Background: an optimization exercise with open tools, aiming at small area, a short achievable clock period and few clock cycles per item. Do not read the settings as production practice.
Function was checked by simulation only, so behaviour that the tests miss may differ from the original.
Power figures rest on the tool's default switching activity, not on a simulated workload.

## run A
Design top, start of the top module:
module top(
input clk,
input rst,
input  [31:0] b_rdata,
output [31:0] b_wdata,
output [31:0] addr,
output [3:0] we,
output en,
output rstout
    );
wire       ld_a;
wire [3:0] l;
wire       sel01, sel02;
assign rstout = ~rst;
processor po(
        .clk(clk),
        .ld_a(ld_a),
        .l(l),
        .sel01(sel01),
        .sel02(sel02),
        .b_rdata(b_rdata),
        .b_wdata(b_wdata)
    );
controller co(
        .clk(clk),
        .rst(rst),
        .b_rdata(b_rdata),
        .addr(addr),
        .we(we),
        .en(en),
        .ld_a(ld_a),
        .l(l),
        .sel01(sel01),
        .sel02(sel02)
    );
endmodule
Size: ~540 cells after synthesis, ~100 I/O pins, roughly 6000 um2 of cells after synthesis.
clock: 6.0 ns
lec_check: 0
cap_margin: 20
core_margin: 2
core_utilization: 40
setup_slack_margin: 3.1
slew_margin: 20
standard.sh (not shown) runs the stock make flow with config.mk's settings and CLKGATE_MAP_FILE= SYNTH_SCRIPT=/design/flow/synth_recipe.tcl, a recipe that flattens the netlist after the stock synthesis.
==> flow/flow/run.sh <==
#!/bin/bash
set -e
export BUFFER_PORTS_ARGS="-buffer_cell sky130_fd_sc_hd__buf_2"
export CTS_ARGS="-sink_clustering_enable -repair_clock_nets -dont_use_dummy_load -sink_clustering_size 40 -sink_clustering_max_diameter 80 -buf_list {sky130_fd_sc_hd__clkbuf_4 sky130_fd_sc_hd__clkbuf_8}"
bash standard.sh > standard.log 2>&1
Run A finished end to end and its layout was clean on timing, DRC and antenna.
Testbench counts of run A, summed over its fixed seeds: cycles 8,960, items 960.
[inputs] run B vs run A
==> flow/flow/run.sh <==
#!/bin/bash
set -e
export BUFFER_PORTS_ARGS="-buffer_cell sky130_fd_sc_hd__buf_2"
bash standard.sh > standard.log 2>&1
-- flow/config.mk --
<<< run A, line 11
export SETUP_SLACK_MARGIN = 3.1
>>> run B, line 11
export SETUP_SLACK_MARGIN = 3.3
Results
- Run B: done, clean on timing, DRC and antenna
- Stage delay of the slowest cell on the critical path (higher): run B
- Relative to run A, non-clock buffer count has increased by 7 in run B.
- Looking at destination of the critical timing path, the po.res[27] result is from run B; the rstout one comes from run A.
- Of run B and run A, it is run B that has the higher clock tree cell share of total cell area.
- Compared with run A, run B ends up with a larger final cell area.
- Summary: internal reg-to-reg setup slack, run B better than run A
- Master of the slowest instance on the critical path = fa_1: run B; master of the slowest instance on the critical path = buf_4: run A
- Re synthesized cell count: no difference whatsoever between run A and run B.
- Final critical path time including I/O delays and setup was higher in run A than in run B.
- Run B ends up with a count of clock-buffer cells in the layout that is 5 higher than in run A.
- Compared run B vs run A, and relative area change from synthesis to final layout is up in run B.
> inputs changed (run B -> run C)
-- flow/flow/run.sh --
<<< run B, line 4
>>> run C, line 4
export SKIP_REPAIR_TIE_FANOUT=1
export CTS_ARGS="-sink_clustering_enable -repair_clock_nets -dont_use_dummy_load -sink_clustering_size 40 -sink_clustering_max_diameter 80 -buf_list {sky130_fd_sc_hd__clkbuf_4 sky130_fd_sc_hd__clkbuf_8}"
-- flow/config.mk --
<<< run B, line 11
export SETUP_SLACK_MARGIN = 3.3
>>> run C, line 11
export SETUP_SLACK_MARGIN = 3.1
### Flow results
In the flow results for run C and run B, the global-route usage is smaller on run C. First-pass GRT wire length improves in run C relative to run B. Of run C and run B, run B shows the lower switching power as a share of total power, with run C above it. [compare] base=run B new=run C: aggregate routed wire length shrank by 610 um; worst-case setup slack after placement shrank by 35 ps.
Here is what was changed in the inputs of run D compared with run C.
==> flow/flow/run.sh <==
#!/bin/bash
set -e
export BUFFER_PORTS_ARGS="-buffer_cell sky130_fd_sc_hd__buf_2"
export CTS_ARGS="-sink_clustering_enable -repair_clock_nets -dont_use_dummy_load -sink_clustering_size 30 -sink_clustering_max_diameter 150 -sink_buffer_max_cap_derate 1.0 -buf_list {sky130_fd_sc_hd__clkbuf_8 sky130_fd_sc_hd__clkbuf_16}"
bash standard.sh > standard.log 2>&1
==> summary.txt <==
From run C to run D, total inserted antenna cells did not move at all.
Diff run C -> run D: synthesized cell count level, first-iteration DRC count moved down.
Looking at global-route usage, run D sits 0.58 points higher than run C does.
Re HPWL reported at the end of detailed placement: run D is about 1.7% up on run C.
On area of the core, run C and run D are basically level.
Between run C and run D, the difference in routing usage on met1 is negligible.
Compared to run C, run D shows a narrower setup margin.
Going from run C to run D, power density relative to cell area has decreased; final period utilization has increased.

==> what the ideal ports hide <==
How much do the figures lean on ideal ports? The routed layouts below were timed once more, with nothing changed but the port constraints.
Step 1 assumes that a clkbuf_16 drives the clock port and a buf_2 every other input.
Step 2, shift: input delay + t, output delay - t, t = (earliest + latest rising clock arrival at the registers) / 2. This alone moves slack from input paths to output paths.
a / b / c = ideal / step 1 / step 2; a / b = the first two.
run | t (ns) | setup slack, ns | hold WS [ns] | clock arrival spread, ns
run A | 0.459 | 3.187 / 3.163 / 2.933 | 0.342 / 0.342 / 0.342 | 0.029 / 0.029
run B | 0.449 | 3.244 / 3.244 / 2.957 | 0.343 / 0.343 / 0.343 | 0.009 / 0.010
run C | 0.451 | 3.195 / 3.172 / 2.972 | 0.338 / 0.338 / 0.338 | 0.030 / 0.030
run D | 0.552 | 3.183 / 3.159 / 2.967 | 0.341 / 0.341 / 0.341 | 0.021 / 0.020
After both steps setup and hold are still met in every run listed. The setup slack of run B, which loses most, moves by 0.000 ns with the drivers and by -0.287 ns with both steps.
